Source: an optimization exercise on an open RTL-to-GDS flow (aim: small area and a short achievable clock period). Production flows keep margins and buffers that such runs may drop.
In this exercise RTL edits were held to simulation tests only and were not proved equivalent to the original.

<file path="flow/config.mk">
export PLATFORM = sky130hd
export DESIGN_NAME = divider
export DESIGN_NICKNAME = divider
export VERILOG_FILES = /design/flow/design.v
export SDC_FILE = /design/flow/constraint.sdc
export NUM_CORES = 4
export LEC_CHECK = 0
export CAP_MARGIN = 20
export CORE_MARGIN = 2
export CORE_UTILIZATION = 55
export CTS_BUF_LIST = sky130_fd_sc_hd__clkbuf_8
export SLEW_MARGIN = 20
</file>
<file path="flow/constraint.sdc">
create_clock -name core_clock -period 18.0 [get_ports {clk}]
set_input_delay 3.6000 -clock core_clock [delete_from_list [all_inputs] [get_ports {clk}]]
set_output_delay 3.6000 -clock core_clock [all_outputs]
set_load 0.01 [all_outputs]
</file>
<file path="flow/design.v">
module fa (input logic a, b, c, output logic s, co);
  assign s = a ^ b ^ c;
  assign co = (a & b) | (a & c) | (b & c);
endmodule
module ha (input logic a, b, output logic s, co);
  assign s = a ^ b;
  assign co = a & b;
endmodule
module multiplier (input logic [15:0] x, y, output logic [15:0] p);
  logic b1_1;
  logic b2_2;
  logic bn_3;
  logic xn4;
  logic xn5;
  logic xn6;
  logic xn7;
  logic xn8;
  logic xn9;
  logic xn10;
  logic xn11;
  logic xn12;
  logic xn13;
  logic xn14;
  logic xn15;
  logic xn16;
  logic xn17;
  logic xn18;
  logic xn19;
  logic xn20;
  logic pp21;
  logic pp22;
  logic pp23;
  logic pp24;
  logic pp25;
  logic pp26;
  logic pp27;
  logic pp28;
  logic pp29;
  logic pp30;
  logic pp31;
  logic pp32;
  logic pp33;
  logic pp34;
  logic pp35;
  logic pp36;
  logic pp37;
  logic pp38;
  logic b1_39;
  logic b2_40;
  logic bn_41;
  logic xn42;
  logic xn43;
  logic xn44;
  logic xn45;
  logic xn46;
  logic xn47;
  logic xn48;
  logic xn49;
  logic xn50;
  logic xn51;
  logic xn52;
  logic xn53;
  logic xn54;
  logic xn55;
  logic xn56;
  logic xn57;
  logic xn58;
  logic pp59;
  logic pp60;
  logic pp61;
  logic pp62;
  logic pp63;
  logic pp64;
  logic pp65;
  logic pp66;
  logic pp67;
  logic pp68;
  logic pp69;
  logic pp70;
  logic pp71;
  logic pp72;
  logic pp73;
  logic pp74;
  logic pp75;
  logic pp76;
  logic b1_77;
  logic b2_78;
  logic bn_79;
  logic xn80;
  logic xn81;
  logic xn82;
  logic xn83;
  logic xn84;
  logic xn85;
  logic xn86;
  logic xn87;
  logic xn88;
  logic xn89;
  logic xn90;
  logic xn91;
  logic xn92;
  logic xn93;
  logic xn94;
  logic xn95;
  logic xn96;
  logic pp97;
  logic pp98;
  logic pp99;
  logic pp100;
  logic pp101;
  logic pp102;
  logic pp103;
  logic pp104;
  logic pp105;
  logic pp106;
  logic pp107;
  logic pp108;
  logic pp109;
  logic pp110;
  logic pp111;
  logic pp112;
  logic pp113;
  logic pp114;
  logic b1_115;
  logic b2_116;
  logic bn_117;
  logic xn118;
  logic xn119;
  logic xn120;
  logic xn121;
  logic xn122;
  logic xn123;
  logic xn124;
  logic xn125;
  logic xn126;
  logic xn127;
  logic xn128;
  logic xn129;
  logic xn130;
  logic xn131;
  logic xn132;
  logic xn133;
  logic xn134;
  logic pp135;
  logic pp136;
  logic pp137;
  logic pp138;
  logic pp139;
  logic pp140;
  logic pp141;
  logic pp142;
  logic pp143;
  logic pp144;
  logic pp145;
  logic pp146;
  logic pp147;
  logic pp148;
  logic pp149;
  logic pp150;
  logic pp151;
  logic pp152;
  logic b1_153;
  logic b2_154;
  logic bn_155;
  logic xn156;
  logic xn157;
  logic xn158;
  logic xn159;
  logic xn160;
  logic xn161;
  logic xn162;
  logic xn163;
  logic xn164;
  logic xn165;
  logic xn166;
  logic xn167;
  logic xn168;
  logic xn169;
  logic xn170;
  logic xn171;
  logic xn172;
  logic pp173;
  logic pp174;
  logic pp175;
  logic pp176;
  logic pp177;
  logic pp178;
  logic pp179;
  logic pp180;
  logic pp181;
  logic pp182;
  logic pp183;
  logic pp184;
  logic pp185;
  logic pp186;
  logic pp187;
  logic pp188;
  logic pp189;
  logic pp190;
  logic b1_191;
  logic b2_192;
  logic bn_193;
  logic xn194;
  logic xn195;
  logic xn196;
  logic xn197;
  logic xn198;
  logic xn199;
  logic xn200;
  logic xn201;
  logic xn202;
  logic xn203;
  logic xn204;
  logic xn205;
  logic xn206;
  logic xn207;
  logic xn208;
  logic xn209;
  logic xn210;
  logic pp211;
  logic pp212;
  logic pp213;
  logic pp214;
  logic pp215;
  logic pp216;
  logic pp217;
  logic pp218;
  logic pp219;
  logic pp220;
  logic pp221;
  logic pp222;
  logic pp223;
  logic pp224;
  logic pp225;
  logic pp226;
  logic pp227;
  logic pp228;
  logic b1_229;
  logic b2_230;
  logic bn_231;
  logic xn232;
  logic xn233;
  logic xn234;
  logic xn235;
  logic xn236;
  logic xn237;
  logic xn238;
  logic xn239;
  logic xn240;
  logic xn241;
  logic xn242;
  logic xn243;
  logic xn244;
  logic xn245;
  logic xn246;
  logic xn247;
  logic xn248;
  logic pp249;
  logic pp250;
  logic pp251;
  logic pp252;
  logic pp253;
  logic pp254;
  logic pp255;
  logic pp256;
  logic pp257;
  logic pp258;
  logic pp259;
  logic pp260;
  logic pp261;
  logic pp262;
  logic pp263;
  logic pp264;
  logic pp265;
  logic pp266;
  logic b1_267;
  logic b2_268;
  logic bn_269;
  logic xn270;
  logic xn271;
  logic xn272;
  logic xn273;
  logic xn274;
  logic xn275;
  logic xn276;
  logic xn277;
  logic xn278;
  logic xn279;
  logic xn280;
  logic xn281;
  logic xn282;
  logic xn283;
  logic xn284;
  logic xn285;
  logic xn286;
  logic pp287;
  logic pp288;
  logic pp289;
  logic pp290;
  logic pp291;
  logic pp292;
  logic pp293;
  logic pp294;
  logic pp295;
  logic pp296;
  logic pp297;
  logic pp298;
  logic pp299;
  logic pp300;
  logic pp301;
  logic pp302;
  logic pp303;
  logic pp304;
  logic pp305;
  logic pp306;
  logic pp307;
  logic pp308;
  logic pp309;
  logic pp310;
  logic pp311;
  logic pp312;
  logic pp313;
  logic pp314;
  logic pp315;
  logic pp316;
  logic pp317;
  logic pp318;
  logic pp319;
  logic pp320;
  logic s321;
  logic c322;
  logic s323;
  logic c324;
  logic s325;
  logic c326;
  logic s327;
  logic c328;
  logic s329;
  logic c330;
  logic s331;
  logic c332;
  logic s333;
  logic c334;
  logic s335;
  logic c336;
  logic s337;
  logic c338;
  logic s339;
  logic c340;
  logic s341;
  logic c342;
  logic s343;
  logic c344;
  logic s345;
  logic c346;
  logic s347;
  logic c348;
  logic s349;
  logic c350;
  logic s351;
  logic c352;
  logic s353;
  logic c354;
  logic s355;
  logic c356;
  logic s357;
  logic c358;
  logic s359;
  logic c360;
  logic s361;
  logic c362;
  logic s363;
  logic c364;
  logic s365;
  logic c366;
  logic s367;
  logic c368;
  logic s369;
  logic c370;
  logic s371;
  logic c372;
  logic s373;
  logic c374;
  logic s375;
  logic c376;
  logic s377;
  logic c378;
  logic s379;
  logic c380;
  logic s381;
  logic c382;
  logic s383;
  logic c384;
  logic s385;
  logic c386;
  logic s387;
  logic c388;
  logic s389;
  logic c390;
  logic s391;
  logic c392;
  logic s393;
  logic c394;
  logic s395;
  logic c396;
  logic s397;
  logic c398;
  logic s399;
  logic c400;
  logic s401;
  logic c402;
  logic s403;
  logic c404;
  logic s405;
  logic c406;
  logic s407;
  logic c408;
  logic s409;
  logic c410;
  logic s411;
  logic c412;
  logic s413;
  logic c414;
  logic s415;
  logic c416;
  logic s417;
  logic c418;
  logic s419;
  logic c420;
  logic s421;
  logic c422;
  logic s423;
  logic c424;
  logic s425;
  logic c426;
  logic s427;
  logic c428;
  logic s429;
  logic c430;
  logic s431;
  logic c432;
  logic s433;
  logic c434;
  logic s435;
  logic c436;
  logic s437;
  logic c438;
  logic s439;
  logic c440;
  logic s441;
  logic c442;
  logic s443;
  logic c444;
  logic s445;
  logic c446;
  logic s447;
  logic c448;
  logic s449;
  logic c450;
  logic s451;
  logic c452;
  logic s453;
  logic c454;
  logic s455;
  logic c456;
  logic s457;
  logic c458;
  logic s459;
  logic c460;
  logic s461;
  logic c462;
  logic s463;
  logic c464;
  logic s465;
  logic c466;
  logic s467;
  logic c468;
  logic s469;
  logic c470;
  logic s471;
  logic c472;
  logic s473;
  logic c474;
  logic s475;
  logic c476;
  logic s477;
  logic c478;
  logic s479;
  logic c480;
  logic s481;
  logic c482;
  logic s483;
  logic c484;
  logic s485;
  logic c486;
  logic s487;
  logic c488;
  logic s489;
  logic c490;
  logic s491;
  logic c492;
  logic s493;
  logic c494;
  logic s495;
  logic c496;
  logic s497;
  logic c498;
  logic s499;
  logic c500;
  logic s501;
  logic c502;
  logic s503;
  logic c504;
  logic s505;
  logic c506;
  logic s507;
  logic c508;
  logic s509;
  logic c510;
  logic s511;
  logic c512;
  logic s513;
  logic c514;
  logic s515;
  logic c516;
  logic s517;
  logic c518;
  logic s519;
  logic c520;
  logic s521;
  logic c522;
  logic s523;
  logic c524;
  logic s525;
  logic c526;
  logic s527;
  logic c528;
  logic s529;
  logic c530;
  logic s531;
  logic c532;
  logic s533;
  logic c534;
  logic s535;
  logic c536;
  logic s537;
  logic c538;
  logic s539;
  logic c540;
  logic s541;
  logic c542;
  logic s543;
  logic c544;
  logic s545;
  logic c546;
  logic s547;
  logic c548;
  logic s549;
  logic c550;
  logic s551;
  logic c552;
  logic s553;
  logic c554;
  logic s555;
  logic c556;
  logic s557;
  logic c558;
  logic s559;
  logic c560;
  logic s561;
  logic c562;
  logic s563;
  logic c564;
  logic s565;
  logic c566;
  logic s567;
  logic c568;
  logic s569;
  logic c570;
  logic s571;
  logic c572;
  logic s573;
  logic c574;
  logic s575;
  logic c576;
  logic s577;
  logic c578;
  logic s579;
  logic c580;
  logic s581;
  logic c582;
  logic s583;
  logic c584;
  assign b1_1 = y[0] ^ 1'b0;
  assign b2_2 = (y[1] & ~y[0] & ~1'b0) | (~y[1] & y[0] & 1'b0);
  assign bn_3 = y[1] & ~(y[0] & 1'b0);
  assign xn4 = x[0] ^ bn_3;
  assign xn5 = x[1] ^ bn_3;
  assign xn6 = x[2] ^ bn_3;
  assign xn7 = x[3] ^ bn_3;
  assign xn8 = x[4] ^ bn_3;
  assign xn9 = x[5] ^ bn_3;
  assign xn10 = x[6] ^ bn_3;
  assign xn11 = x[7] ^ bn_3;
  assign xn12 = x[8] ^ bn_3;
  assign xn13 = x[9] ^ bn_3;
  assign xn14 = x[10] ^ bn_3;
  assign xn15 = x[11] ^ bn_3;
  assign xn16 = x[12] ^ bn_3;
  assign xn17 = x[13] ^ bn_3;
  assign xn18 = x[14] ^ bn_3;
  assign xn19 = x[15] ^ bn_3;
  assign xn20 = 1'b0 ^ bn_3;
  assign pp21 = (b1_1 & xn4) | (b2_2 & bn_3);
  assign pp22 = (b1_1 & xn5) | (b2_2 & xn4);
  assign pp23 = (b1_1 & xn6) | (b2_2 & xn5);
  assign pp24 = (b1_1 & xn7) | (b2_2 & xn6);
  assign pp25 = (b1_1 & xn8) | (b2_2 & xn7);
  assign pp26 = (b1_1 & xn9) | (b2_2 & xn8);
  assign pp27 = (b1_1 & xn10) | (b2_2 & xn9);
  assign pp28 = (b1_1 & xn11) | (b2_2 & xn10);
  assign pp29 = (b1_1 & xn12) | (b2_2 & xn11);
  assign pp30 = (b1_1 & xn13) | (b2_2 & xn12);
  assign pp31 = (b1_1 & xn14) | (b2_2 & xn13);
  assign pp32 = (b1_1 & xn15) | (b2_2 & xn14);
  assign pp33 = (b1_1 & xn16) | (b2_2 & xn15);
  assign pp34 = (b1_1 & xn17) | (b2_2 & xn16);
  assign pp35 = (b1_1 & xn18) | (b2_2 & xn17);
  assign pp36 = (b1_1 & xn19) | (b2_2 & xn18);
  assign pp37 = (b1_1 & xn20) | (b2_2 & xn19);
  assign pp38 = ~bn_3;
  assign b1_39 = y[2] ^ y[1];
  assign b2_40 = (y[3] & ~y[2] & ~y[1]) | (~y[3] & y[2] & y[1]);
  assign bn_41 = y[3] & ~(y[2] & y[1]);
  assign xn42 = x[0] ^ bn_41;
  assign xn43 = x[1] ^ bn_41;
  assign xn44 = x[2] ^ bn_41;
  assign xn45 = x[3] ^ bn_41;
  assign xn46 = x[4] ^ bn_41;
  assign xn47 = x[5] ^ bn_41;
  assign xn48 = x[6] ^ bn_41;
  assign xn49 = x[7] ^ bn_41;
  assign xn50 = x[8] ^ bn_41;
  assign xn51 = x[9] ^ bn_41;
  assign xn52 = x[10] ^ bn_41;
  assign xn53 = x[11] ^ bn_41;
  assign xn54 = x[12] ^ bn_41;
  assign xn55 = x[13] ^ bn_41;
  assign xn56 = x[14] ^ bn_41;
  assign xn57 = x[15] ^ bn_41;
  assign xn58 = 1'b0 ^ bn_41;
  assign pp59 = (b1_39 & xn42) | (b2_40 & bn_41);
  assign pp60 = (b1_39 & xn43) | (b2_40 & xn42);
  assign pp61 = (b1_39 & xn44) | (b2_40 & xn43);
  assign pp62 = (b1_39 & xn45) | (b2_40 & xn44);
  assign pp63 = (b1_39 & xn46) | (b2_40 & xn45);
  assign pp64 = (b1_39 & xn47) | (b2_40 & xn46);
  assign pp65 = (b1_39 & xn48) | (b2_40 & xn47);
  assign pp66 = (b1_39 & xn49) | (b2_40 & xn48);
  assign pp67 = (b1_39 & xn50) | (b2_40 & xn49);
  assign pp68 = (b1_39 & xn51) | (b2_40 & xn50);
  assign pp69 = (b1_39 & xn52) | (b2_40 & xn51);
  assign pp70 = (b1_39 & xn53) | (b2_40 & xn52);
  assign pp71 = (b1_39 & xn54) | (b2_40 & xn53);
  assign pp72 = (b1_39 & xn55) | (b2_40 & xn54);
  assign pp73 = (b1_39 & xn56) | (b2_40 & xn55);
  assign pp74 = (b1_39 & xn57) | (b2_40 & xn56);
  assign pp75 = (b1_39 & xn58) | (b2_40 & xn57);
  assign pp76 = ~bn_41;
  assign b1_77 = y[4] ^ y[3];
  assign b2_78 = (y[5] & ~y[4] & ~y[3]) | (~y[5] & y[4] & y[3]);
  assign bn_79 = y[5] & ~(y[4] & y[3]);
  assign xn80 = x[0] ^ bn_79;
  assign xn81 = x[1] ^ bn_79;
  assign xn82 = x[2] ^ bn_79;
  assign xn83 = x[3] ^ bn_79;
  assign xn84 = x[4] ^ bn_79;
  assign xn85 = x[5] ^ bn_79;
  assign xn86 = x[6] ^ bn_79;
  assign xn87 = x[7] ^ bn_79;
  assign xn88 = x[8] ^ bn_79;
  assign xn89 = x[9] ^ bn_79;
  assign xn90 = x[10] ^ bn_79;
  assign xn91 = x[11] ^ bn_79;
  assign xn92 = x[12] ^ bn_79;
  assign xn93 = x[13] ^ bn_79;
  assign xn94 = x[14] ^ bn_79;
  assign xn95 = x[15] ^ bn_79;
  assign xn96 = 1'b0 ^ bn_79;
  assign pp97 = (b1_77 & xn80) | (b2_78 & bn_79);
  assign pp98 = (b1_77 & xn81) | (b2_78 & xn80);
  assign pp99 = (b1_77 & xn82) | (b2_78 & xn81);
  assign pp100 = (b1_77 & xn83) | (b2_78 & xn82);
  assign pp101 = (b1_77 & xn84) | (b2_78 & xn83);
  assign pp102 = (b1_77 & xn85) | (b2_78 & xn84);
  assign pp103 = (b1_77 & xn86) | (b2_78 & xn85);
  assign pp104 = (b1_77 & xn87) | (b2_78 & xn86);
  assign pp105 = (b1_77 & xn88) | (b2_78 & xn87);
  assign pp106 = (b1_77 & xn89) | (b2_78 & xn88);
  assign pp107 = (b1_77 & xn90) | (b2_78 & xn89);
  assign pp108 = (b1_77 & xn91) | (b2_78 & xn90);
  assign pp109 = (b1_77 & xn92) | (b2_78 & xn91);
  assign pp110 = (b1_77 & xn93) | (b2_78 & xn92);
  assign pp111 = (b1_77 & xn94) | (b2_78 & xn93);
  assign pp112 = (b1_77 & xn95) | (b2_78 & xn94);
  assign pp113 = (b1_77 & xn96) | (b2_78 & xn95);
  assign pp114 = ~bn_79;
  assign b1_115 = y[6] ^ y[5];
  assign b2_116 = (y[7] & ~y[6] & ~y[5]) | (~y[7] & y[6] & y[5]);
  assign bn_117 = y[7] & ~(y[6] & y[5]);
  assign xn118 = x[0] ^ bn_117;
  assign xn119 = x[1] ^ bn_117;
  assign xn120 = x[2] ^ bn_117;
  assign xn121 = x[3] ^ bn_117;
  assign xn122 = x[4] ^ bn_117;
  assign xn123 = x[5] ^ bn_117;
  assign xn124 = x[6] ^ bn_117;
  assign xn125 = x[7] ^ bn_117;
  assign xn126 = x[8] ^ bn_117;
  assign xn127 = x[9] ^ bn_117;
  assign xn128 = x[10] ^ bn_117;
  assign xn129 = x[11] ^ bn_117;
  assign xn130 = x[12] ^ bn_117;
  assign xn131 = x[13] ^ bn_117;
  assign xn132 = x[14] ^ bn_117;
  assign xn133 = x[15] ^ bn_117;
  assign xn134 = 1'b0 ^ bn_117;
  assign pp135 = (b1_115 & xn118) | (b2_116 & bn_117);
  assign pp136 = (b1_115 & xn119) | (b2_116 & xn118);
  assign pp137 = (b1_115 & xn120) | (b2_116 & xn119);
  assign pp138 = (b1_115 & xn121) | (b2_116 & xn120);
  assign pp139 = (b1_115 & xn122) | (b2_116 & xn121);
  assign pp140 = (b1_115 & xn123) | (b2_116 & xn122);
  assign pp141 = (b1_115 & xn124) | (b2_116 & xn123);
  assign pp142 = (b1_115 & xn125) | (b2_116 & xn124);
  assign pp143 = (b1_115 & xn126) | (b2_116 & xn125);
  assign pp144 = (b1_115 & xn127) | (b2_116 & xn126);
  assign pp145 = (b1_115 & xn128) | (b2_116 & xn127);
  assign pp146 = (b1_115 & xn129) | (b2_116 & xn128);
  assign pp147 = (b1_115 & xn130) | (b2_116 & xn129);
  assign pp148 = (b1_115 & xn131) | (b2_116 & xn130);
  assign pp149 = (b1_115 & xn132) | (b2_116 & xn131);
  assign pp150 = (b1_115 & xn133) | (b2_116 & xn132);
  assign pp151 = (b1_115 & xn134) | (b2_116 & xn133);
  assign pp152 = ~bn_117;
  assign b1_153 = y[8] ^ y[7];
  assign b2_154 = (y[9] & ~y[8] & ~y[7]) | (~y[9] & y[8] & y[7]);
  assign bn_155 = y[9] & ~(y[8] & y[7]);
  assign xn156 = x[0] ^ bn_155;
  assign xn157 = x[1] ^ bn_155;
  assign xn158 = x[2] ^ bn_155;
  assign xn159 = x[3] ^ bn_155;
  assign xn160 = x[4] ^ bn_155;
  assign xn161 = x[5] ^ bn_155;
  assign xn162 = x[6] ^ bn_155;
  assign xn163 = x[7] ^ bn_155;
  assign xn164 = x[8] ^ bn_155;
  assign xn165 = x[9] ^ bn_155;
  assign xn166 = x[10] ^ bn_155;
  assign xn167 = x[11] ^ bn_155;
  assign xn168 = x[12] ^ bn_155;
  assign xn169 = x[13] ^ bn_155;
  assign xn170 = x[14] ^ bn_155;
  assign xn171 = x[15] ^ bn_155;
  assign xn172 = 1'b0 ^ bn_155;
  assign pp173 = (b1_153 & xn156) | (b2_154 & bn_155);
  assign pp174 = (b1_153 & xn157) | (b2_154 & xn156);
  assign pp175 = (b1_153 & xn158) | (b2_154 & xn157);
  assign pp176 = (b1_153 & xn159) | (b2_154 & xn158);
  assign pp177 = (b1_153 & xn160) | (b2_154 & xn159);
  assign pp178 = (b1_153 & xn161) | (b2_154 & xn160);
  assign pp179 = (b1_153 & xn162) | (b2_154 & xn161);
  assign pp180 = (b1_153 & xn163) | (b2_154 & xn162);
  assign pp181 = (b1_153 & xn164) | (b2_154 & xn163);
  assign pp182 = (b1_153 & xn165) | (b2_154 & xn164);
  assign pp183 = (b1_153 & xn166) | (b2_154 & xn165);
  assign pp184 = (b1_153 & xn167) | (b2_154 & xn166);
  assign pp185 = (b1_153 & xn168) | (b2_154 & xn167);
  assign pp186 = (b1_153 & xn169) | (b2_154 & xn168);
  assign pp187 = (b1_153 & xn170) | (b2_154 & xn169);
  assign pp188 = (b1_153 & xn171) | (b2_154 & xn170);
  assign pp189 = (b1_153 & xn172) | (b2_154 & xn171);
  assign pp190 = ~bn_155;
  assign b1_191 = y[10] ^ y[9];
  assign b2_192 = (y[11] & ~y[10] & ~y[9]) | (~y[11] & y[10] & y[9]);
  assign bn_193 = y[11] & ~(y[10] & y[9]);
  assign xn194 = x[0] ^ bn_193;
  assign xn195 = x[1] ^ bn_193;
  assign xn196 = x[2] ^ bn_193;
  assign xn197 = x[3] ^ bn_193;
  assign xn198 = x[4] ^ bn_193;
  assign xn199 = x[5] ^ bn_193;
  assign xn200 = x[6] ^ bn_193;
  assign xn201 = x[7] ^ bn_193;
  assign xn202 = x[8] ^ bn_193;
  assign xn203 = x[9] ^ bn_193;
  assign xn204 = x[10] ^ bn_193;
  assign xn205 = x[11] ^ bn_193;
  assign xn206 = x[12] ^ bn_193;
  assign xn207 = x[13] ^ bn_193;
  assign xn208 = x[14] ^ bn_193;
  assign xn209 = x[15] ^ bn_193;
  assign xn210 = 1'b0 ^ bn_193;
  assign pp211 = (b1_191 & xn194) | (b2_192 & bn_193);
  assign pp212 = (b1_191 & xn195) | (b2_192 & xn194);
  assign pp213 = (b1_191 & xn196) | (b2_192 & xn195);
  assign pp214 = (b1_191 & xn197) | (b2_192 & xn196);
  assign pp215 = (b1_191 & xn198) | (b2_192 & xn197);
  assign pp216 = (b1_191 & xn199) | (b2_192 & xn198);
  assign pp217 = (b1_191 & xn200) | (b2_192 & xn199);
  assign pp218 = (b1_191 & xn201) | (b2_192 & xn200);
  assign pp219 = (b1_191 & xn202) | (b2_192 & xn201);
  assign pp220 = (b1_191 & xn203) | (b2_192 & xn202);
  assign pp221 = (b1_191 & xn204) | (b2_192 & xn203);
  assign pp222 = (b1_191 & xn205) | (b2_192 & xn204);
  assign pp223 = (b1_191 & xn206) | (b2_192 & xn205);
  assign pp224 = (b1_191 & xn207) | (b2_192 & xn206);
  assign pp225 = (b1_191 & xn208) | (b2_192 & xn207);
  assign pp226 = (b1_191 & xn209) | (b2_192 & xn208);
  assign pp227 = (b1_191 & xn210) | (b2_192 & xn209);
  assign pp228 = ~bn_193;
  assign b1_229 = y[12] ^ y[11];
  assign b2_230 = (y[13] & ~y[12] & ~y[11]) | (~y[13] & y[12] & y[11]);
  assign bn_231 = y[13] & ~(y[12] & y[11]);
  assign xn232 = x[0] ^ bn_231;
  assign xn233 = x[1] ^ bn_231;
  assign xn234 = x[2] ^ bn_231;
  assign xn235 = x[3] ^ bn_231;
  assign xn236 = x[4] ^ bn_231;
  assign xn237 = x[5] ^ bn_231;
  assign xn238 = x[6] ^ bn_231;
  assign xn239 = x[7] ^ bn_231;
  assign xn240 = x[8] ^ bn_231;
  assign xn241 = x[9] ^ bn_231;
  assign xn242 = x[10] ^ bn_231;
  assign xn243 = x[11] ^ bn_231;
  assign xn244 = x[12] ^ bn_231;
  assign xn245 = x[13] ^ bn_231;
  assign xn246 = x[14] ^ bn_231;
  assign xn247 = x[15] ^ bn_231;
  assign xn248 = 1'b0 ^ bn_231;
  assign pp249 = (b1_229 & xn232) | (b2_230 & bn_231);
  assign pp250 = (b1_229 & xn233) | (b2_230 & xn232);
  assign pp251 = (b1_229 & xn234) | (b2_230 & xn233);
  assign pp252 = (b1_229 & xn235) | (b2_230 & xn234);
  assign pp253 = (b1_229 & xn236) | (b2_230 & xn235);
  assign pp254 = (b1_229 & xn237) | (b2_230 & xn236);
  assign pp255 = (b1_229 & xn238) | (b2_230 & xn237);
  assign pp256 = (b1_229 & xn239) | (b2_230 & xn238);
  assign pp257 = (b1_229 & xn240) | (b2_230 & xn239);
  assign pp258 = (b1_229 & xn241) | (b2_230 & xn240);
  assign pp259 = (b1_229 & xn242) | (b2_230 & xn241);
  assign pp260 = (b1_229 & xn243) | (b2_230 & xn242);
  assign pp261 = (b1_229 & xn244) | (b2_230 & xn243);
  assign pp262 = (b1_229 & xn245) | (b2_230 & xn244);
  assign pp263 = (b1_229 & xn246) | (b2_230 & xn245);
  assign pp264 = (b1_229 & xn247) | (b2_230 & xn246);
  assign pp265 = (b1_229 & xn248) | (b2_230 & xn247);
  assign pp266 = ~bn_231;
  assign b1_267 = y[14] ^ y[13];
  assign b2_268 = (y[15] & ~y[14] & ~y[13]) | (~y[15] & y[14] & y[13]);
  assign bn_269 = y[15] & ~(y[14] & y[13]);
  assign xn270 = x[0] ^ bn_269;
  assign xn271 = x[1] ^ bn_269;
  assign xn272 = x[2] ^ bn_269;
  assign xn273 = x[3] ^ bn_269;
  assign xn274 = x[4] ^ bn_269;
  assign xn275 = x[5] ^ bn_269;
  assign xn276 = x[6] ^ bn_269;
  assign xn277 = x[7] ^ bn_269;
  assign xn278 = x[8] ^ bn_269;
  assign xn279 = x[9] ^ bn_269;
  assign xn280 = x[10] ^ bn_269;
  assign xn281 = x[11] ^ bn_269;
  assign xn282 = x[12] ^ bn_269;
  assign xn283 = x[13] ^ bn_269;
  assign xn284 = x[14] ^ bn_269;
  assign xn285 = x[15] ^ bn_269;
  assign xn286 = 1'b0 ^ bn_269;
  assign pp287 = (b1_267 & xn270) | (b2_268 & bn_269);
  assign pp288 = (b1_267 & xn271) | (b2_268 & xn270);
  assign pp289 = (b1_267 & xn272) | (b2_268 & xn271);
  assign pp290 = (b1_267 & xn273) | (b2_268 & xn272);
  assign pp291 = (b1_267 & xn274) | (b2_268 & xn273);
  assign pp292 = (b1_267 & xn275) | (b2_268 & xn274);
  assign pp293 = (b1_267 & xn276) | (b2_268 & xn275);
  assign pp294 = (b1_267 & xn277) | (b2_268 & xn276);
  assign pp295 = (b1_267 & xn278) | (b2_268 & xn277);
  assign pp296 = (b1_267 & xn279) | (b2_268 & xn278);
  assign pp297 = (b1_267 & xn280) | (b2_268 & xn279);
  assign pp298 = (b1_267 & xn281) | (b2_268 & xn280);
  assign pp299 = (b1_267 & xn282) | (b2_268 & xn281);
  assign pp300 = (b1_267 & xn283) | (b2_268 & xn282);
  assign pp301 = (b1_267 & xn284) | (b2_268 & xn283);
  assign pp302 = (b1_267 & xn285) | (b2_268 & xn284);
  assign pp303 = (b1_267 & xn286) | (b2_268 & xn285);
  assign pp304 = ~bn_269;
  assign pp305 = x[0] & y[15];
  assign pp306 = x[1] & y[15];
  assign pp307 = x[2] & y[15];
  assign pp308 = x[3] & y[15];
  assign pp309 = x[4] & y[15];
  assign pp310 = x[5] & y[15];
  assign pp311 = x[6] & y[15];
  assign pp312 = x[7] & y[15];
  assign pp313 = x[8] & y[15];
  assign pp314 = x[9] & y[15];
  assign pp315 = x[10] & y[15];
  assign pp316 = x[11] & y[15];
  assign pp317 = x[12] & y[15];
  assign pp318 = x[13] & y[15];
  assign pp319 = x[14] & y[15];
  assign pp320 = x[15] & y[15];
  ha us321 (.a(bn_193), .b(pp103), .s(s321), .co(c322));
  ha us323 (.a(pp104), .b(pp140), .s(s323), .co(c324));
  fa us325 (.a(bn_231), .b(pp105), .c(pp141), .s(s325), .co(c326));
  ha us327 (.a(pp177), .b(pp213), .s(s327), .co(c328));
  fa us329 (.a(pp106), .b(pp142), .c(pp178), .s(s329), .co(c330));
  ha us331 (.a(pp214), .b(pp250), .s(s331), .co(c332));
  fa us333 (.a(bn_269), .b(pp107), .c(pp143), .s(s333), .co(c334));
  fa us335 (.a(pp179), .b(pp215), .c(pp251), .s(s335), .co(c336));
  ha us337 (.a(pp287), .b(pp35), .s(s337), .co(c338));
  fa us339 (.a(pp108), .b(pp144), .c(pp180), .s(s339), .co(c340));
  fa us341 (.a(pp216), .b(pp252), .c(pp288), .s(s341), .co(c342));
  ha us343 (.a(pp36), .b(pp72), .s(s343), .co(c344));
  fa us345 (.a(pp305), .b(pp109), .c(pp145), .s(s345), .co(c346));
  fa us347 (.a(pp181), .b(pp217), .c(pp253), .s(s347), .co(c348));
  fa us349 (.a(pp289), .b(pp37), .c(pp73), .s(s349), .co(c350));
  fa us351 (.a(pp306), .b(bn_3), .c(pp110), .s(s351), .co(c352));
  fa us353 (.a(pp146), .b(pp182), .c(pp218), .s(s353), .co(c354));
  fa us355 (.a(pp254), .b(pp290), .c(pp74), .s(s355), .co(c356));
  fa us357 (.a(pp307), .b(bn_3), .c(pp111), .s(s357), .co(c358));
  fa us359 (.a(pp147), .b(pp183), .c(pp219), .s(s359), .co(c360));
  fa us361 (.a(pp255), .b(pp291), .c(pp75), .s(s361), .co(c362));
  fa us363 (.a(pp308), .b(pp38), .c(pp76), .s(s363), .co(c364));
  fa us365 (.a(pp112), .b(pp148), .c(pp184), .s(s365), .co(c366));
  fa us367 (.a(pp220), .b(pp256), .c(pp292), .s(s367), .co(c368));
  assign s369 = ~(pp309 ^ pp113);
  assign c370 = pp309 | pp113;
  fa us371 (.a(pp149), .b(pp185), .c(pp221), .s(s371), .co(c372));
  ha us373 (.a(pp257), .b(pp293), .s(s373), .co(c374));
  fa us375 (.a(pp310), .b(pp114), .c(pp150), .s(s375), .co(c376));
  fa us377 (.a(pp186), .b(pp222), .c(pp258), .s(s377), .co(c378));
  assign s379 = ~(pp311 ^ pp151);
  assign c380 = pp311 | pp151;
  ha us381 (.a(pp187), .b(pp223), .s(s381), .co(c382));
  fa us383 (.a(pp312), .b(pp152), .c(pp188), .s(s383), .co(c384));
  assign s385 = ~pp313;
  assign c386 = pp313;
  ha us387 (.a(bn_117), .b(pp135), .s(s387), .co(c388));
  ha us389 (.a(pp100), .b(pp136), .s(s389), .co(c390));
  fa us391 (.a(bn_155), .b(pp101), .c(pp137), .s(s391), .co(c392));
  ha us393 (.a(pp173), .b(pp29), .s(s393), .co(c394));
  fa us395 (.a(pp102), .b(pp138), .c(pp174), .s(s395), .co(c396));
  ha us397 (.a(pp30), .b(pp66), .s(s397), .co(c398));
  fa us399 (.a(pp139), .b(pp175), .c(pp211), .s(s399), .co(c400));
  fa us401 (.a(pp31), .b(pp67), .c(s321), .s(s401), .co(c402));
  fa us403 (.a(pp176), .b(pp212), .c(pp32), .s(s403), .co(c404));
  fa us405 (.a(pp68), .b(c322), .c(s323), .s(s405), .co(c406));
  fa us407 (.a(pp249), .b(pp33), .c(pp69), .s(s407), .co(c408));
  fa us409 (.a(c324), .b(s327), .c(s325), .s(s409), .co(c410));
  fa us411 (.a(pp34), .b(pp70), .c(c328), .s(s411), .co(c412));
  fa us413 (.a(s331), .b(c326), .c(s329), .s(s413), .co(c414));
  fa us415 (.a(pp71), .b(c332), .c(s337), .s(s415), .co(c416));
  fa us417 (.a(c330), .b(s333), .c(s335), .s(s417), .co(c418));
  fa us419 (.a(c338), .b(s343), .c(c334), .s(s419), .co(c420));
  fa us421 (.a(c336), .b(s339), .c(s341), .s(s421), .co(c422));
  fa us423 (.a(c344), .b(c340), .c(c342), .s(s423), .co(c424));
  fa us425 (.a(s345), .b(s347), .c(s349), .s(s425), .co(c426));
  fa us427 (.a(c346), .b(c348), .c(c350), .s(s427), .co(c428));
  fa us429 (.a(s351), .b(s353), .c(s355), .s(s429), .co(c430));
  fa us431 (.a(c352), .b(c354), .c(c356), .s(s431), .co(c432));
  fa us433 (.a(s357), .b(s359), .c(s361), .s(s433), .co(c434));
  fa us435 (.a(s363), .b(c358), .c(c360), .s(s435), .co(c436));
  fa us437 (.a(c362), .b(s365), .c(s367), .s(s437), .co(c438));
  fa us439 (.a(c364), .b(s373), .c(c366), .s(s439), .co(c440));
  fa us441 (.a(c368), .b(s369), .c(s371), .s(s441), .co(c442));
  fa us443 (.a(pp294), .b(c374), .c(c370), .s(s443), .co(c444));
  fa us445 (.a(c372), .b(s375), .c(s377), .s(s445), .co(c446));
  fa us447 (.a(pp259), .b(pp295), .c(s381), .s(s447), .co(c448));
  fa us449 (.a(c376), .b(c378), .c(s379), .s(s449), .co(c450));
  fa us451 (.a(pp224), .b(pp260), .c(pp296), .s(s451), .co(c452));
  fa us453 (.a(c382), .b(c380), .c(s383), .s(s453), .co(c454));
  fa us455 (.a(s385), .b(pp189), .c(pp225), .s(s455), .co(c456));
  fa us457 (.a(pp261), .b(pp297), .c(c384), .s(s457), .co(c458));
  fa us459 (.a(pp314), .b(pp190), .c(c386), .s(s459), .co(c460));
  fa us461 (.a(pp226), .b(pp262), .c(pp298), .s(s461), .co(c462));
  assign s463 = ~(pp315 ^ pp227);
  assign c464 = pp315 | pp227;
  ha us465 (.a(pp263), .b(pp299), .s(s465), .co(c466));
  fa us467 (.a(pp316), .b(pp228), .c(pp264), .s(s467), .co(c468));
  assign s469 = ~pp317;
  assign c470 = pp317;
  ha us471 (.a(bn_79), .b(pp25), .s(s471), .co(c472));
  ha us473 (.a(pp26), .b(pp62), .s(s473), .co(c474));
  fa us475 (.a(pp27), .b(pp63), .c(pp99), .s(s475), .co(c476));
  fa us477 (.a(pp28), .b(pp64), .c(c388), .s(s477), .co(c478));
  fa us479 (.a(pp65), .b(c390), .c(s393), .s(s479), .co(c480));
  fa us481 (.a(c394), .b(s397), .c(c392), .s(s481), .co(c482));
  fa us483 (.a(c398), .b(c396), .c(s399), .s(s483), .co(c484));
  fa us485 (.a(c400), .b(s403), .c(c402), .s(s485), .co(c486));
  fa us487 (.a(c404), .b(s407), .c(c406), .s(s487), .co(c488));
  fa us489 (.a(c408), .b(s411), .c(c410), .s(s489), .co(c490));
  fa us491 (.a(c412), .b(s415), .c(c414), .s(s491), .co(c492));
  fa us493 (.a(c416), .b(c418), .c(s419), .s(s493), .co(c494));
  fa us495 (.a(c420), .b(c422), .c(s423), .s(s495), .co(c496));
  fa us497 (.a(c424), .b(c426), .c(s427), .s(s497), .co(c498));
  fa us499 (.a(c428), .b(c430), .c(s431), .s(s499), .co(c500));
  fa us501 (.a(c432), .b(c434), .c(s435), .s(s501), .co(c502));
  fa us503 (.a(c436), .b(c438), .c(s439), .s(s503), .co(c504));
  fa us505 (.a(c440), .b(c442), .c(s443), .s(s505), .co(c506));
  fa us507 (.a(s447), .b(c444), .c(c446), .s(s507), .co(c508));
  fa us509 (.a(s451), .b(c448), .c(c450), .s(s509), .co(c510));
  fa us511 (.a(c452), .b(s455), .c(c454), .s(s511), .co(c512));
  fa us513 (.a(s459), .b(c456), .c(s461), .s(s513), .co(c514));
  fa us515 (.a(c460), .b(s465), .c(c462), .s(s515), .co(c516));
  fa us517 (.a(pp300), .b(c466), .c(c464), .s(s517), .co(c518));
  fa us519 (.a(s469), .b(pp265), .c(pp301), .s(s519), .co(c520));
  fa us521 (.a(pp318), .b(pp266), .c(c470), .s(s521), .co(c522));
  assign s523 = ~pp319;
  assign c524 = pp319;
  ha us525 (.a(bn_41), .b(pp23), .s(s525), .co(c526));
  ha us527 (.a(pp24), .b(pp60), .s(s527), .co(c528));
  fa us529 (.a(pp61), .b(pp97), .c(s471), .s(s529), .co(c530));
  fa us531 (.a(pp98), .b(c472), .c(s473), .s(s531), .co(c532));
  fa us533 (.a(c474), .b(s387), .c(s475), .s(s533), .co(c534));
  fa us535 (.a(s389), .b(c476), .c(s477), .s(s535), .co(c536));
  fa us537 (.a(s391), .b(c478), .c(s479), .s(s537), .co(c538));
  fa us539 (.a(s395), .b(c480), .c(s481), .s(s539), .co(c540));
  fa us541 (.a(s401), .b(c482), .c(s483), .s(s541), .co(c542));
  fa us543 (.a(s405), .b(c484), .c(s485), .s(s543), .co(c544));
  fa us545 (.a(s409), .b(c486), .c(s487), .s(s545), .co(c546));
  fa us547 (.a(s413), .b(c488), .c(s489), .s(s547), .co(c548));
  fa us549 (.a(s417), .b(c490), .c(s491), .s(s549), .co(c550));
  fa us551 (.a(s421), .b(c492), .c(s493), .s(s551), .co(c552));
  fa us553 (.a(s425), .b(c494), .c(s495), .s(s553), .co(c554));
  fa us555 (.a(s429), .b(c496), .c(s497), .s(s555), .co(c556));
  fa us557 (.a(s433), .b(c498), .c(s499), .s(s557), .co(c558));
  fa us559 (.a(s437), .b(c500), .c(s501), .s(s559), .co(c560));
  fa us561 (.a(s441), .b(c502), .c(s503), .s(s561), .co(c562));
  fa us563 (.a(s445), .b(c504), .c(s505), .s(s563), .co(c564));
  fa us565 (.a(s449), .b(c506), .c(s507), .s(s565), .co(c566));
  fa us567 (.a(s453), .b(c508), .c(s509), .s(s567), .co(c568));
  fa us569 (.a(s457), .b(c510), .c(s511), .s(s569), .co(c570));
  fa us571 (.a(c458), .b(s513), .c(c512), .s(s571), .co(c572));
  fa us573 (.a(s463), .b(c514), .c(s515), .s(s573), .co(c574));
  fa us575 (.a(s467), .b(c516), .c(s517), .s(s575), .co(c576));
  fa us577 (.a(c468), .b(s519), .c(c518), .s(s577), .co(c578));
  fa us579 (.a(pp302), .b(s521), .c(c520), .s(s579), .co(c580));
  fa us581 (.a(s523), .b(pp303), .c(c522), .s(s581), .co(c582));
  fa us583 (.a(pp320), .b(pp304), .c(c524), .s(s583), .co(c584));
  logic [31:0] ra, rb, sum;
  assign ra = {s583, s581, s579, s577, c574, s573, c570, c568, c566, c564, c562, c560, c558, c556, c554, c552, c550, c548, c546, c544, c542, c540, c538, c536, c534, c532, c530, c528, c526, pp59, pp22, bn_3};
  assign rb = {c582, c580, c578, c576, s575, c572, s571, s569, s567, s565, s563, s561, s559, s557, s555, s553, s551, s549, s547, s545, s543, s541, s539, s537, s535, s533, s531, s529, s527, s525, 1'b0, pp21};
  logic [31:0] g0, p0;
  assign g0 = ra & rb;
  assign p0 = ra ^ rb;
  logic gg1_1, pp1_1;
  assign gg1_1 = g0[1] | (p0[1] & g0[0]);
  assign pp1_1 = p0[1] & p0[0];
  logic gg1_3, pp1_3;
  assign gg1_3 = g0[3] | (p0[3] & g0[2]);
  assign pp1_3 = p0[3] & p0[2];
  logic gg1_5, pp1_5;
  assign gg1_5 = g0[5] | (p0[5] & g0[4]);
  assign pp1_5 = p0[5] & p0[4];
  logic gg1_7, pp1_7;
  assign gg1_7 = g0[7] | (p0[7] & g0[6]);
  assign pp1_7 = p0[7] & p0[6];
  logic gg1_9, pp1_9;
  assign gg1_9 = g0[9] | (p0[9] & g0[8]);
  assign pp1_9 = p0[9] & p0[8];
  logic gg1_11, pp1_11;
  assign gg1_11 = g0[11] | (p0[11] & g0[10]);
  assign pp1_11 = p0[11] & p0[10];
  logic gg1_13, pp1_13;
  assign gg1_13 = g0[13] | (p0[13] & g0[12]);
  assign pp1_13 = p0[13] & p0[12];
  logic gg1_15, pp1_15;
  assign gg1_15 = g0[15] | (p0[15] & g0[14]);
  assign pp1_15 = p0[15] & p0[14];
  logic gg1_17, pp1_17;
  assign gg1_17 = g0[17] | (p0[17] & g0[16]);
  assign pp1_17 = p0[17] & p0[16];
  logic gg1_19, pp1_19;
  assign gg1_19 = g0[19] | (p0[19] & g0[18]);
  assign pp1_19 = p0[19] & p0[18];
  logic gg1_21, pp1_21;
  assign gg1_21 = g0[21] | (p0[21] & g0[20]);
  assign pp1_21 = p0[21] & p0[20];
  logic gg1_23, pp1_23;
  assign gg1_23 = g0[23] | (p0[23] & g0[22]);
  assign pp1_23 = p0[23] & p0[22];
  logic gg1_25, pp1_25;
  assign gg1_25 = g0[25] | (p0[25] & g0[24]);
  assign pp1_25 = p0[25] & p0[24];
  logic gg1_27, pp1_27;
  assign gg1_27 = g0[27] | (p0[27] & g0[26]);
  assign pp1_27 = p0[27] & p0[26];
  logic gg1_29, pp1_29;
  assign gg1_29 = g0[29] | (p0[29] & g0[28]);
  assign pp1_29 = p0[29] & p0[28];
  logic gg1_31, pp1_31;
  assign gg1_31 = g0[31] | (p0[31] & g0[30]);
  assign pp1_31 = p0[31] & p0[30];
  logic gg2_3, pp2_3;
  assign gg2_3 = gg1_3 | (pp1_3 & gg1_1);
  assign pp2_3 = pp1_3 & pp1_1;
  logic gg2_7, pp2_7;
  assign gg2_7 = gg1_7 | (pp1_7 & gg1_5);
  assign pp2_7 = pp1_7 & pp1_5;
  logic gg2_11, pp2_11;
  assign gg2_11 = gg1_11 | (pp1_11 & gg1_9);
  assign pp2_11 = pp1_11 & pp1_9;
  logic gg2_15, pp2_15;
  assign gg2_15 = gg1_15 | (pp1_15 & gg1_13);
  assign pp2_15 = pp1_15 & pp1_13;
  logic gg2_19, pp2_19;
  assign gg2_19 = gg1_19 | (pp1_19 & gg1_17);
  assign pp2_19 = pp1_19 & pp1_17;
  logic gg2_23, pp2_23;
  assign gg2_23 = gg1_23 | (pp1_23 & gg1_21);
  assign pp2_23 = pp1_23 & pp1_21;
  logic gg2_27, pp2_27;
  assign gg2_27 = gg1_27 | (pp1_27 & gg1_25);
  assign pp2_27 = pp1_27 & pp1_25;
  logic gg2_31, pp2_31;
  assign gg2_31 = gg1_31 | (pp1_31 & gg1_29);
  assign pp2_31 = pp1_31 & pp1_29;
  logic gg3_7, pp3_7;
  assign gg3_7 = gg2_7 | (pp2_7 & gg2_3);
  assign pp3_7 = pp2_7 & pp2_3;
  logic gg3_15, pp3_15;
  assign gg3_15 = gg2_15 | (pp2_15 & gg2_11);
  assign pp3_15 = pp2_15 & pp2_11;
  logic gg3_23, pp3_23;
  assign gg3_23 = gg2_23 | (pp2_23 & gg2_19);
  assign pp3_23 = pp2_23 & pp2_19;
  logic gg3_31, pp3_31;
  assign gg3_31 = gg2_31 | (pp2_31 & gg2_27);
  assign pp3_31 = pp2_31 & pp2_27;
  logic gg4_15, pp4_15;
  assign gg4_15 = gg3_15 | (pp3_15 & gg3_7);
  assign pp4_15 = pp3_15 & pp3_7;
  logic gg4_31, pp4_31;
  assign gg4_31 = gg3_31 | (pp3_31 & gg3_23);
  assign pp4_31 = pp3_31 & pp3_23;
  logic gg5_31, pp5_31;
  assign gg5_31 = gg4_31 | (pp4_31 & gg4_15);
  assign pp5_31 = pp4_31 & pp4_15;
  logic gg7_23, pp7_23;
  assign gg7_23 = gg3_23 | (pp3_23 & gg4_15);
  assign pp7_23 = pp3_23 & pp4_15;
  logic gg8_11, pp8_11;
  assign gg8_11 = gg2_11 | (pp2_11 & gg3_7);
  assign pp8_11 = pp2_11 & pp3_7;
  logic gg8_19, pp8_19;
  assign gg8_19 = gg2_19 | (pp2_19 & gg4_15);
  assign pp8_19 = pp2_19 & pp4_15;
  logic gg8_27, pp8_27;
  assign gg8_27 = gg2_27 | (pp2_27 & gg7_23);
  assign pp8_27 = pp2_27 & pp7_23;
  logic gg9_5, pp9_5;
  assign gg9_5 = gg1_5 | (pp1_5 & gg2_3);
  assign pp9_5 = pp1_5 & pp2_3;
  logic gg9_9, pp9_9;
  assign gg9_9 = gg1_9 | (pp1_9 & gg3_7);
  assign pp9_9 = pp1_9 & pp3_7;
  logic gg9_13, pp9_13;
  assign gg9_13 = gg1_13 | (pp1_13 & gg8_11);
  assign pp9_13 = pp1_13 & pp8_11;
  logic gg9_17, pp9_17;
  assign gg9_17 = gg1_17 | (pp1_17 & gg4_15);
  assign pp9_17 = pp1_17 & pp4_15;
  logic gg9_21, pp9_21;
  assign gg9_21 = gg1_21 | (pp1_21 & gg8_19);
  assign pp9_21 = pp1_21 & pp8_19;
  logic gg9_25, pp9_25;
  assign gg9_25 = gg1_25 | (pp1_25 & gg7_23);
  assign pp9_25 = pp1_25 & pp7_23;
  logic gg9_29, pp9_29;
  assign gg9_29 = gg1_29 | (pp1_29 & gg8_27);
  assign pp9_29 = pp1_29 & pp8_27;
  logic gg10_2, pp10_2;
  assign gg10_2 = g0[2] | (p0[2] & gg1_1);
  assign pp10_2 = p0[2] & pp1_1;
  logic gg10_4, pp10_4;
  assign gg10_4 = g0[4] | (p0[4] & gg2_3);
  assign pp10_4 = p0[4] & pp2_3;
  logic gg10_6, pp10_6;
  assign gg10_6 = g0[6] | (p0[6] & gg9_5);
  assign pp10_6 = p0[6] & pp9_5;
  logic gg10_8, pp10_8;
  assign gg10_8 = g0[8] | (p0[8] & gg3_7);
  assign pp10_8 = p0[8] & pp3_7;
  logic gg10_10, pp10_10;
  assign gg10_10 = g0[10] | (p0[10] & gg9_9);
  assign pp10_10 = p0[10] & pp9_9;
  logic gg10_12, pp10_12;
  assign gg10_12 = g0[12] | (p0[12] & gg8_11);
  assign pp10_12 = p0[12] & pp8_11;
  logic gg10_14, pp10_14;
  assign gg10_14 = g0[14] | (p0[14] & gg9_13);
  assign pp10_14 = p0[14] & pp9_13;
  logic gg10_16, pp10_16;
  assign gg10_16 = g0[16] | (p0[16] & gg4_15);
  assign pp10_16 = p0[16] & pp4_15;
  logic gg10_18, pp10_18;
  assign gg10_18 = g0[18] | (p0[18] & gg9_17);
  assign pp10_18 = p0[18] & pp9_17;
  logic gg10_20, pp10_20;
  assign gg10_20 = g0[20] | (p0[20] & gg8_19);
  assign pp10_20 = p0[20] & pp8_19;
  logic gg10_22, pp10_22;
  assign gg10_22 = g0[22] | (p0[22] & gg9_21);
  assign pp10_22 = p0[22] & pp9_21;
  logic gg10_24, pp10_24;
  assign gg10_24 = g0[24] | (p0[24] & gg7_23);
  assign pp10_24 = p0[24] & pp7_23;
  logic gg10_26, pp10_26;
  assign gg10_26 = g0[26] | (p0[26] & gg9_25);
  assign pp10_26 = p0[26] & pp9_25;
  logic gg10_28, pp10_28;
  assign gg10_28 = g0[28] | (p0[28] & gg8_27);
  assign pp10_28 = p0[28] & pp8_27;
  logic gg10_30, pp10_30;
  assign gg10_30 = g0[30] | (p0[30] & gg9_29);
  assign pp10_30 = p0[30] & pp9_29;
  assign sum[0] = p0[0];
  assign sum[31:1] = p0[31:1] ^ {gg10_30, gg9_29, gg10_28, gg8_27, gg10_26, gg9_25, gg10_24, gg7_23, gg10_22, gg9_21, gg10_20, gg8_19, gg10_18, gg9_17, gg10_16, gg4_15, gg10_14, gg9_13, gg10_12, gg8_11, gg10_10, gg9_9, gg10_8, gg3_7, gg10_6, gg9_5, gg10_4, gg2_3, gg10_2, gg1_1, g0[0]};
  assign p = sum[30:15];
endmodule
module divider (input logic [15:0] N,D,IA0,IA1,IA2,IA3,
                input logic clk, reset, kSave, nSave, dSave, kNextSel,
                input logic [1:0] muxSelB,
                output logic [15:0] quotient, remainder);
  logic [15:0] n, d, k, left, right, p;
  logic s0, s1, s2, s3, sk;
  assign s0 = ~reset & kNextSel & (D[14:13] == 2'd0);
  assign s1 = ~reset & kNextSel & (D[14:13] == 2'd1);
  assign s2 = ~reset & kNextSel & (D[14:13] == 2'd2);
  assign s3 = ~reset & kNextSel & (D[14:13] == 2'd3);
  assign sk = ~reset & ~kNextSel;
  assign left = ({16{s0}} & IA0) | ({16{s1}} & IA1) | ({16{s2}} & IA2) | ({16{s3}} & IA3)
              | ({16{sk}} & k);
  always_comb
    case (muxSelB)
      2'd0: right = N;
      2'd1: right = D;
      2'd2: right = n;
      default: right = d;
    endcase
  multiplier mult(.x(left), .y(right), .p(p));
  always_ff @(posedge clk) begin
    if (nSave | reset) n <= p;
    if (dSave | reset) d <= p;
    if (kSave | reset) k <= ~(p | {16{reset}});
    if (nSave | reset) quotient <= n & {16{~reset}};
  end
  assign remainder = 16'b0;
endmodule
</file>
<file path="flow/flow/run.sh">
#!/bin/bash
# Own layout flow: the standard flow (standard.sh) with these changes:
#  - synthesis keeps the full-adder and half-adder modules (fa, ha) as their own modules so
#    each becomes one sky130 fa/ha cell, and extracts adders only inside them (not in the rest
#    of the logic, e.g. the final carry-lookahead adder); the netlist is then flattened and
#    renamed exactly as the standard synthesis script does;
#  - the remaining logic is mapped with flow/abc.script (ABC map with area recovery, no
#    buffering or sizing: the layout's repair sizes cells with real wire loads);
#  - port buffers are small buf cells instead of the default delay-buffer cell;
#  - timing repair aims for extra setup margin (SETUP_SLACK_MARGIN).
set -euo pipefail
W=$PWD
export SYNTH_KEEP_MODULES="fa ha"
export BUFFER_PORTS_ARGS="-buffer_cell sky130_fd_sc_hd__buf_1"
export ABC_AREA=1
export SETUP_SLACK_MARGIN=8.4
sed 's#^  extract_fa {\*}\[dont_use_extract_fa_args\]$#  extract_fa {*}[dont_use_extract_fa_args] fa ha#' \
  "$FLOW_HOME/scripts/synth.tcl" > "$W/synth_mod.tcl"
grep -q 'extract_fa {\*}\[dont_use_extract_fa_args\] fa ha' "$W/synth_mod.tcl"
# abc: our own mapping script (flow/abc.script) in place of ORFS's
sed -i 's#^  log_cmd abc {\*}\$abc_args$#  set abc_args [lreplace $abc_args 1 1 $::env(OWN_ABC_SCRIPT)]\n&#' "$W/synth_mod.tcl"
grep -q 'OWN_ABC_SCRIPT' "$W/synth_mod.tcl"
export OWN_ABC_SCRIPT="$W/flow/abc.script"
sed "s#\$::env(SCRIPTS_DIR)/synth.tcl#$W/synth_mod.tcl#" "$W/synth_recipe.tcl" > "$W/own_synth.tcl"
grep -q "source $W/synth_mod.tcl" "$W/own_synth.tcl"
sed "s#SYNTH_SCRIPT=[^ ]*#SYNTH_SCRIPT=$W/own_synth.tcl#" "$W/standard.sh" > "$W/own_standard.sh"
grep -q "SYNTH_SCRIPT=$W/own_synth.tcl" "$W/own_standard.sh"
bash "$W/own_standard.sh" > "$W/standard_flow.log" 2>&1
</file>
<file path="flow/flow/abc.script">
strash
dch
map -B 0.9
topo
stime -c
</file>
<file path="flow/standard.sh">
#!/bin/bash
# synth_recipe.tcl (not shown) runs the flow's synth.tcl, then flattens the netlist and writes it again
# the make line also repeats each setting of config.mk as NAME=value (left out here)
make -C /OpenROAD-flow-scripts/flow DESIGN_CONFIG=/design/flow/config.mk WORK_HOME=/design/flow/orfs CLKGATE_MAP_FILE= SYNTH_SCRIPT=/design/flow/synth_recipe.tcl "${@:-finish}"
</file>
==> results of run 1 <==
## logic make-up (layout without fill, tap and decap cells)
family,count (synthesis),in the layout
AND/OR/NAND/NOR,358,359
flip-flops,64,64
other,1,16
adder cells (fa/ha/maj),125,125
buffers and inverters,145,307
XOR/XNOR,139,139
AO/OA/AOI/OAI,211,211
## final timing paths
kind / startpoint / endpoint / slack [ps] / cells past startpoint
setup / recovery: muxSelB[0] / k[14] / 8690 / 31
hold / removal: n[0] / quotient[0] / 580 / 2
setup reg to reg: n[4] / k[14] / 12120 / 28
hold reg to reg: n[0] / quotient[0] / 580 / 2
## worst max-delay path: cells and delay by family
kind / cells / cell delay (ps)
simple gates: 17 / 2120
fa+ha+maj: 4 / 1920
buf+inv: 6 / 1020
compound gates: 4 / 730
## cell type report
cell class / instances / share of cell area [%]
clock buffer: 9 / 1.18
timing repair buffer: 162 / 8.07
inverter: 129 / 5.54
clock inverter: 7 / 0.845
tap: 216 / 2.57
sequential: 64 / 18.3
multi-input combinational: 850 / 63.5
## per-module statistics from Yosys (local to each module, per instance)
module / flip-flops and latches / cells / cell area [um^2]
divider: 64 / 918 / 6560
fa: 0 / 1 / 20.0
ha: 0 / 1 / 12.5
## sequential cells by signal (all words and copies together) (netlist names)
signal	flops
d	16
quotient	16
n	16
k	16
## cells in the mapped netlist
master,n
clkinv_1,129
o22ai_1,124
nand3_1,36
a21oi_1,11
ha_1,17
nor2_1,121
fa_1,108
a31oi_1,3
nor3b_1,1
nand2_1,175
nor3_1,4
a221oi_1,4
nor4_1,14
o2111ai_1,11
o21ai_0,36
o21bai_1,3
buf_4,16
o21a_1,1
xnor2_1,15
xor2_1,124
conb_1,1
or2_2,6
edfxtp_1,64
nand4_1,1
o211ai_1,1
a22o_2,12
o221ai_1,5
## layer usage
metal	vias to the layer above	track usage, %
met2	402	50.5
met5	-	2.34
met3	48	8.02
met4	2	8.39
met1	3920	44.8
li1	3896	-
## per-stage QoR
stage                     utilization, %  cell area (um^2)  setup slack [ps]
after floorplan                        -              8990              8490
after global placement              61.8              9820              7340
after detailed placement            61.8              9820              7140
after CTS                           63.9             10100              8420
after global routing                66.2             10500              8350
final                               66.2             10500              8690
## timing repair
item / 4_1_cts / 5_1_grt
setup buffers: 4 / 20
gates cloned: 0 / 1
resized for setup: 29 / 44
pin swaps: 2 / 5
endpoints found under the setup margin: 48 / 46
==> flow_summary.json, run 1 <==
{
  "core_um2": 15900,
  "hpwl_um": 21700,
  "synthTopCellsByArea": "fa_1, edfxtp_1, xor2_1",
  "synth-xor-area-share_pct": 13.6,
  "crit_top_cell": "nand2_1",
  "grt_max_degree": 39,
  "clk_path_buf_depth": 2,
  "worstSetupStartpointType": "input pin",
  "vias": 8268,
  "die_w_um": 131,
  "top_layer_used": "met5",
  "drt_iter0_drc": 705,
  "drive_above_1_share_pct": 11.1,
  "hold_class": "reg2reg",
  "yosys.area.top_type_share_pct": 24.2,
  "antenna_cells": 0,
  "die_area_um2": 17300,
  "crit_type": "in2reg",
  "wire_per_inst_um": 19.7,
  "clkTransAtPathRegs_ps": 80,
  "hold_buffers": 0,
  "num_rows": 46,
  "timing.final.crit_share_pct": 51.7,
  "cp.required_ps": 18090,
  "setup_viol": 0,
  "avgViaCountPerCell": 5.75,
  "area_growth_syn_to_layout_pct": 17.6,
  "fin_tns_setup_ps": 0,
  "synth-adder-area-share_pct": 26.6,
  "seqCellArea_um2": 1920,
  "start_util_pct": 56.2,
  "met3_length_um": 2730,
  "io_buffer_count": 119,
  "antenna_found_initial": 0,
  "max-slew-margin-rel_pct": 45.7,
  "wl_met1_um": 12100,
  "avgSynthCellArea_um2": 8.57,
  "track_usage_pct": 32.2,
  "yosysSeqAreaShare_pct": 21.5,
  "routed-wl-met2_um": 12800,
  "yosys_register_bits": 64,
  "antenna_left": 0,
  "die_y_um": 131,
  "netlist.top_cell.by_area": "fa_1",
  "synth.area.mux_share_pct": 0,
  "outcome": "timing/DRC/antenna clean",
  "root_buffer": "clkbuf_8",
  "hold_viol": 0,
  "postSynthCellCount": 1043,
  "pin_count": 136,
  "hold_ws_ps": 585,
  "fillers": 1403,
  "nets": 1445,
  "gp_congestion": 0.939,
  "drtPass1Iterations": 5,
  "mostFrequentLayoutCells": "nand2_1, xor2_1, o22ai_1",
  "final_common_cell": "nand2_1",
  "cts_tree": "yes",
  "synth_top_family_by_area": "adder cells",
  "synth-simple-area-share_pct": 16.2,
  "numCtsBuffers": 9,
  "stdcell_count": 1437,
  "critPathSlowestCell": "fa_1",
  "clock-sinks": 64,
  "maxCapViolations": 0,
  "place_inst": 1396,
  "min_period_ps": 9310,
  "cp.arrival_ps": 9400,
  "synth_warnings": 1,
  "grt_overflow": 0,
  "multi_input_area_um2": 6680,
  "drc": 0,
  "path_max_fanout": 16,
  "totalWireLength_um": 28300,
  "critPathCaptureType": "flop",
  "tightest_slew_ps": 814,
  "htree_levels": 3,
  "finClkSkew_ps": 12.8,
  "synth_compound_area_share_pct": 15.2,
  "clk_latency_ps": 350,
  "yosysUniqueCellTypes": 27,
  "grt_pass1_wl_um": 42900,
  "grt_pass1_vias": 7916,
  "critPathMaxStageDelay_ps": 550,
  "rsz0062_at_grt": "false",
  "final-max-slew-violation-count": 0,
  "syn-cell-area_um2": 8930,
  "fmax_mhz": 107
}
==> run 2: changes to the inputs <==
--- a/flow/config.mk
+++ b/flow/config.mk
@@ -7,6 +7,6 @@
 export LEC_CHECK = 0
 export CAP_MARGIN = 20
 export CORE_MARGIN = 2
-export CORE_UTILIZATION = 55
+export CORE_UTILIZATION = 40
 export CTS_BUF_LIST = sky130_fd_sc_hd__clkbuf_8
 export SLEW_MARGIN = 20
==> run 2 against run 1 <==
Still clean on timing, DRC and antenna. Global-route usage down 8.7 points. Non-clock buffer count increased by 6. Count of clock-buffer cells in the layout stayed put. Critical endpoint is now k[11]. Register-to-register slack better by 120 ps. Core utilization shrank 18 points. Via count fell by 0.73%. Flip-flop and latch count is the same. Area after synthesis did not move.
==> flow_summary.json, run 2 <==
{
  "outcome": "timing/DRC/antenna clean",
  "antenna_cells": 0,
  "synthFlopType": "edfxtp_1",
  "maxCapViolations": 0,
  "tightest_slew_ps": 803,
  "drive_above_1_share_pct": 11.1,
  "clk_latency_ps": 350,
  "fmax_mhz": 109,
  "die_area_um2": 23500,
  "timing.rr.end": "k[11]",
  "htree_levels": 3,
  "crit_type": "in2reg",
  "stdcell_count": 1506,
  "pin_count": 136,
  "hold_class": "reg2reg",
  "yosys.area.top_type_share_pct": 24.2,
  "avgSynthCellArea_um2": 8.57,
  "numCtsBuffers": 9,
  "min_period_ps": 9170,
  "drt_iter0_drc": 642,
  "die_w_um": 153,
  "totalWireLength_um": 27800,
  "clk_path_buf_depth": 2,
  "die_y_um": 153,
  "mostFrequentLayoutCells": "nand2_1, xor2_1, o22ai_1",
  "vias": 8208,
  "rr_worst_depth": 24,
  "grt_max_degree": 39,
  "async_flop_share_pct": 0,
  "num_rows": 54,
  "syn-cell-area_um2": 8930,
  "min_from": "n[3]",
  "antenna_found_initial": 0,
  "clock-sinks": 64,
  "critPathCaptureType": "flop",
  "place_inst": 1461,
  "dpl_cell_area_um2": 9900,
  "timing.final.crit_share_pct": 51.0,
  "yosysUniqueCellTypes": 27,
  "design_area_um2": 10600,
  "start_util_pct": 40.8,
  "yosysSeqAreaShare_pct": 21.5,
  "regToRegSetupSlack_ps": 12240,
  "grt_pass1_wl_um": 43500,
  "rsz0062_at_grt": "false",
  "fillers": 2160,
  "io_buffer_count": 119,
  "hold_buffers": 0,
  "final_common_cell": "nand2_1",
  "fin_tns_setup_ps": 0,
  "max-slew-margin-rel_pct": 46.5,
  "antenna_left": 0,
  "gp_congestion": 0.911,
  "finClkSkew_ps": 15.1,
  "min_to": "quotient[3]",
  "cts_tree": "yes",
  "critPathMaxStageDelay_ps": 530,
  "wire_per_inst_um": 18.5,
  "area_growth_syn_to_layout_pct": 18.3,
  "nets": 1450,
  "yosys_register_bits": 64,
  "fin_util_pct": 48.3,
  "root_buffer": "clkbuf_8",
  "grt_overflow": 0,
  "crit_top_cell": "nand2_1",
  "cp.arrival_ps": 9270,
  "setup_viol": 0,
  "grt_pass1_vias": 8148,
  "synth_enable_flop_cells": 64,
  "synthTopCellsByArea": "fa_1, edfxtp_1, xor2_1",
  "critPathSlowestCell": "fa_1",
  "drc": 0,
  "final-max-slew-violation-count": 0,
  "hold_viol": 0,
  "ys_top_cells_by_count": "nand2_1, clkinv_1, o22ai_1, xor2_1, nor2_1",
  "min_path_cells": 2,
  "r2r_start": "n[4]",
  "netlist.top_cell.by_area": "fa_1",
  "cp.required_ps": 18090,
  "path_max_fanout": 38,
  "avgViaCountPerCell": 5.45,
  "postSynthCellCount": 1043,
  "hpwl_um": 21800,
  "track_usage_pct": 23.5,
  "core_um2": 21900,
  "synth_warnings": 1,
  "synth_most_common_cell": "nand2_1",
  "drtPass1Iterations": 5,
  "hold_ws_ps": 594,
  "clkTransAtPathRegs_ps": 80,
  "worstSetupStartpointType": "input pin"
}
-- run 2: cell count changes in the layout (fill, tap and decap cells not counted), moves of 2 or more --
cell      previous run  this run
buf_4               35        41
buf_2                1         3
clkinv_1           112       114
inv_1                3         1
nor2_4               7         5
-- run 2: metrics by stage --
stage	setup slack, ps
5_1_grt	8390
4_1_cts	8470
6_report	8830
3_3_place_gp	7340
2_1_floorplan	8490
3_5_place_dp	7170
-- run 2: timing repair --
| item | CTS | global route |
|---|---|---|
| gates cloned | 0 | 0 |
| resized for setup | 27 | 35 |
| setup endpoints to repair | 48 | 40 |
| pin swaps | 2 | 6 |
| setup buffers | 10 | 19 |
| hold endpoints to repair | 0 | 0 |
-- run 2: area by class of cell --
type,instances,area (um^2),share of cell area [%]
clock inverters,7,87.6,0.829
multi-input cells,849,6630,62.7
clock buffers,9,124,1.17
flip-flops and latches,64,1920,18.2
repair buffers,168,882,8.35
inverters,129,576,5.45
well taps,280,350,3.31
-- run 2: worst max-delay path by stage --
stage | startpoint | endpoint
finish | reset | k[11]
floorplan | muxSelB[1] | k[14]
CTS | reset | k[15]
global placement | muxSelB[0] | k[14]
detailed placement | muxSelB[0] | k[15]
global route | muxSelB[1] | k[14]
-- run 2: per-layer routing --
metal	wire length, um	track usage (%)	vias to the layer above	part of all wire (%)
met5	0	0	-	0
met4	340	5.02	0	1.2
met3	2200	4.28	23	7.9
met2	13500	39.3	322	48
met1	11800	32.2	3955	42
li1	-	-	3908	-
-- run 2: cell families (layout without fill, tap and decap cells) --
family / count (synthesis) / count (layout) / share of synthesized area (%)
compound gates: 211 / 211 / 15.2
other cells: 1 / 16 / 0.0420
fa+ha+maj: 125 / 125 / 26.6
simple gates: 358 / 358 / 16.2
buf+inv: 145 / 313 / 6.76
flops: 64 / 64 / 21.5
xor+xnor: 139 / 139 / 13.6
-- run 2: worst max-delay path, delay by kind of cell --
| family | cells | cell delay (ps) |
|---|---|---|
| simple gates | 11 | 1370 |
| buf+inv | 7 | 1190 |
| fa+ha+maj | 4 | 1910 |
| xor+xnor | 2 | 540 |
| compound gates | 3 | 590 |
-- run 2: per-module statistics from Yosys (local to each module, per instance) --
module   flops+latches  times used
divider             64           1
fa                   0         108
ha                   0          17

==> static timing again, ports no longer ideal <==
In the flow no input, the clock included, has a driving cell. The finished layouts below were timed again as built, in two steps. Step 1 assumes that a clkbuf_16 drives the clock port and a buf_2 every other input. Step 2 also shifts input and output timing later by t, the mid clock arrival at the registers, as if the neighbouring blocks saw the same clock. Slacks: ideal ports / drivers / drivers and shift; pairs: ideal ports / drivers.
run	t (ns)	setup slack, ns	clock arrival spread, ns	worst slew at a driven data input, ns	pins driven straight from the clock port
run 1	0.370	8.693 / 8.696 / 8.326	0.013 / 0.013	0.05	1
run 2	0.370	8.828 / 8.834 / 8.464	0.015 / 0.015	0.04	1
After both steps setup and hold are still met in every run listed. For run 1, which loses most, drivers alone change the setup slack by +0.003 ns; drivers and shift together by -0.367 ns.
